From an optimization exercise on the open Yosys and OpenROAD flow, aimed at small area and a short achievable clock period; shortcuts taken in it are not production practice.
The RTL was checked by simulation tests, not by an equivalence proof against the original design.

==> 11-28: inputs <==
Design LMS, start of the top module:
module LMS (
    input Clk, Rst,
    input signed [15:0] x_in,
    output signed [15:0] y_out,
    output signed [15:0] w0, w1, w2, w3,
    output signed [15:0] err
);
==> flow/config.mk <==
export PLATFORM = sky130hd
export DESIGN_NAME = LMS
export DESIGN_NICKNAME = LMS
export VERILOG_FILES = /design/flow/design.v
export SDC_FILE = /design/flow/constraint.sdc
export NUM_CORES = 4
export LEC_CHECK = 0
export ABC_AREA = 1
export CAP_MARGIN = 20
export CORE_MARGIN = 2
export CORE_UTILIZATION = 40
export PLACE_DENSITY = 0.7
export SLEW_MARGIN = 20
==> flow/constraint.sdc <==
create_clock -name core_clock -period 22.0 [get_ports {Clk}]
set_input_delay 4.4000 -clock core_clock [delete_from_list [all_inputs] [get_ports {Clk}]]
set_output_delay 4.4000 -clock core_clock [all_outputs]
set_load 0.01 [all_outputs]
standard.sh (not shown) runs the stock make flow with config.mk's settings and CLKGATE_MAP_FILE= SYNTH_SCRIPT=/design/flow/synth_recipe.tcl, a recipe that flattens the netlist after the stock synthesis.
==> flow/flow/run.sh <==
#!/bin/bash
set -euo pipefail
bash standard.sh SYNTH_ARGS=-noabc SETUP_SLACK_MARGIN=6 finish > standard_flow.log 2>&1
==> 11-22: changes against 11-28 <==
==> flow/flow/run.sh (replaced) <==
#!/bin/bash
set -euo pipefail
bash standard.sh SYNTH_ARGS=-noabc SETUP_SLACK_MARGIN=5.5 finish > standard_flow.log 2>&1
- PLACE_DENSITY: 0.7 -> unset
==> summary.md <==
| Metric | Value |
|---|---|
| Status | timing/DRC/antenna clean |
| Hold Startpoint | xtwo0[5] |
| Multi-input logic portion of the cell area | between 70% and 80% |
| Post-CTS Repair Setup Buffers | 11 |
| Slew @ Worst Pin | around 1.2 ns |
| Crit path from | xtwo1[3] |
| Layout area overhead | 9.05% |
| Worst Hold Path EP | xtwo1[5] |
| Worst path buffer plus inverter count | 5 |
| Placed wire-length estimate | between 150 and 200 mm |
| Fill count | between 10k and 15k |
| Final period utilization | a little over two thirds |
| First-pass GRT wire length | 362 mm |
| # resized after CTS | 69 |
| Hold_ws | between 0.5 and 0.6 ns |
| Worst R2R Start | xtwo1[3] |
| Final instance area | around 0.067 mm^2 |
| Bufs w/o clock | 382 |
| Placed Cells | slightly below 9k |
[end of results for 11-28]
==> summary.md <==
| Metric | Value |
|---|---|
| Status | timing/DRC/antenna clean |
| Worst R2R Start | xneg2[4] |
| Crit path from | xneg2[4] |
| Fill count | 14.8k |
| Slew @ Worst Pin | slightly above 1 ns |
| Placed Cells | between 8k and 9k |
| Layout area overhead | 7.83% |
| Hold Startpoint | xtwo2[5] |
| Hold_ws | approximately 0.48 ns |
| Placed wire-length estimate | between 150 and 200 mm |
| First-pass GRT wire length | ~360 mm |
| Worst Hold Path EP | xtwo3[5] |
[end of results for 11-22]

* * *

==> 01-19: inputs <==
LMS again, from the RTL that the note above started with.
==> flow/config.mk <==
export PLATFORM = sky130hd
export DESIGN_NAME = LMS
export DESIGN_NICKNAME = LMS
export VERILOG_FILES = /design/flow/design.v
export SDC_FILE = /design/flow/constraint.sdc
export NUM_CORES = 4
export LEC_CHECK = 0
export ABC_AREA = 1
export CAP_MARGIN = 20
export CORE_MARGIN = 2
export CORE_UTILIZATION = 40
export SLEW_MARGIN = 20
==> flow/constraint.sdc <==
create_clock -name core_clock -period 22.0 [get_ports {Clk}]
set_input_delay 4.4000 -clock core_clock [delete_from_list [all_inputs] [get_ports {Clk}]]
set_output_delay 4.4000 -clock core_clock [all_outputs]
set_load 0.01 [all_outputs]
==> flow/flow/run.sh <==
#!/bin/bash
set -euo pipefail
bash standard.sh SYNTH_ARGS=-noabc SETUP_SLACK_MARGIN=6 finish > standard_flow.log 2>&1
==> 03-21 (differences from 01-19) <==
==> flow/flow/run.sh (replaced) <==
#!/bin/bash
set -euo pipefail
bash standard.sh SYNTH_ARGS=-noabc SETUP_SLACK_MARGIN=7 finish > standard_flow.log 2>&1
- TNS_END_PERCENT: not set -> 5
==> run_results.csv <==
group,metric,value,unit
run_status,status,"complete, no violations",
global_route,use_met2,0.462,
global_route,grt_usage,0.311,
timing,post-route-period-util,0.706,
setup_path,cpPeakStageDelay,0.73,ns
setup_path,ff2ff_setup_slack,6.47,ns
cts,path_clk_slew,0.11,ns
finish,seq_area,4490,µm²
finish,buffer_area_frac,0.0551,
finish,clock_cell_area_share,0.00846,
the above is filed under 01-19

==> run_results.csv <==
group,metric,value,unit
run_status,status,"complete, no violations",
finish,buffer_area_frac,0.0836,
finish,seq_area,4550,µm²
setup_path,cpPeakStageDelay,0.65,ns
timing,hold-worst-slack,0.483,ns
cts,path_clk_slew,0.09,ns
timing,post-route-period-util,0.675,
setup_path,ff2ff_setup_slack,7.15,ns
global_route,use_met2,0.468,
finish,seq_area_frac,0.0639,
the above is filed under 03-21

==> separate check: timing with driven ports <==
No port has a modelled driver above. Below, the same layouts with a new extraction and two added sets of constraints.
Step 1 (the two cells are an assumption about what drives the block):
set clk [get_ports {Clk}]
set_driving_cell -lib_cell sky130_fd_sc_hd__clkbuf_16 $clk
set_driving_cell -lib_cell sky130_fd_sc_hd__buf_2 [delete_from_list [all_inputs] $clk]
Step 2 adds t to the input delays and takes it off the output delays; t is the mean of the earliest and latest rising clock arrival at the registers after step 1. Input paths then give back, and output paths get back, about the clock's delay inside the block.
a / b / c = ideal ports / drivers / drivers and shift; a / b = the first two.
| run | t, ns | slack for setup (ns) | pins driven straight from the clock port |
|---|---|---|---|
| 11-28 | 0.631 | 6.518 / 6.518 / 6.518 | 1 |
| 11-22 | 0.662 | 6.067 / 6.067 / 6.067 | 1 |
| 01-19 | 0.665 | 6.468 / 6.468 / 6.468 | 1 |
| 03-21 | 0.667 | 7.145 / 7.145 / 7.145 | 1 |
After both steps every run listed still meets setup and hold.
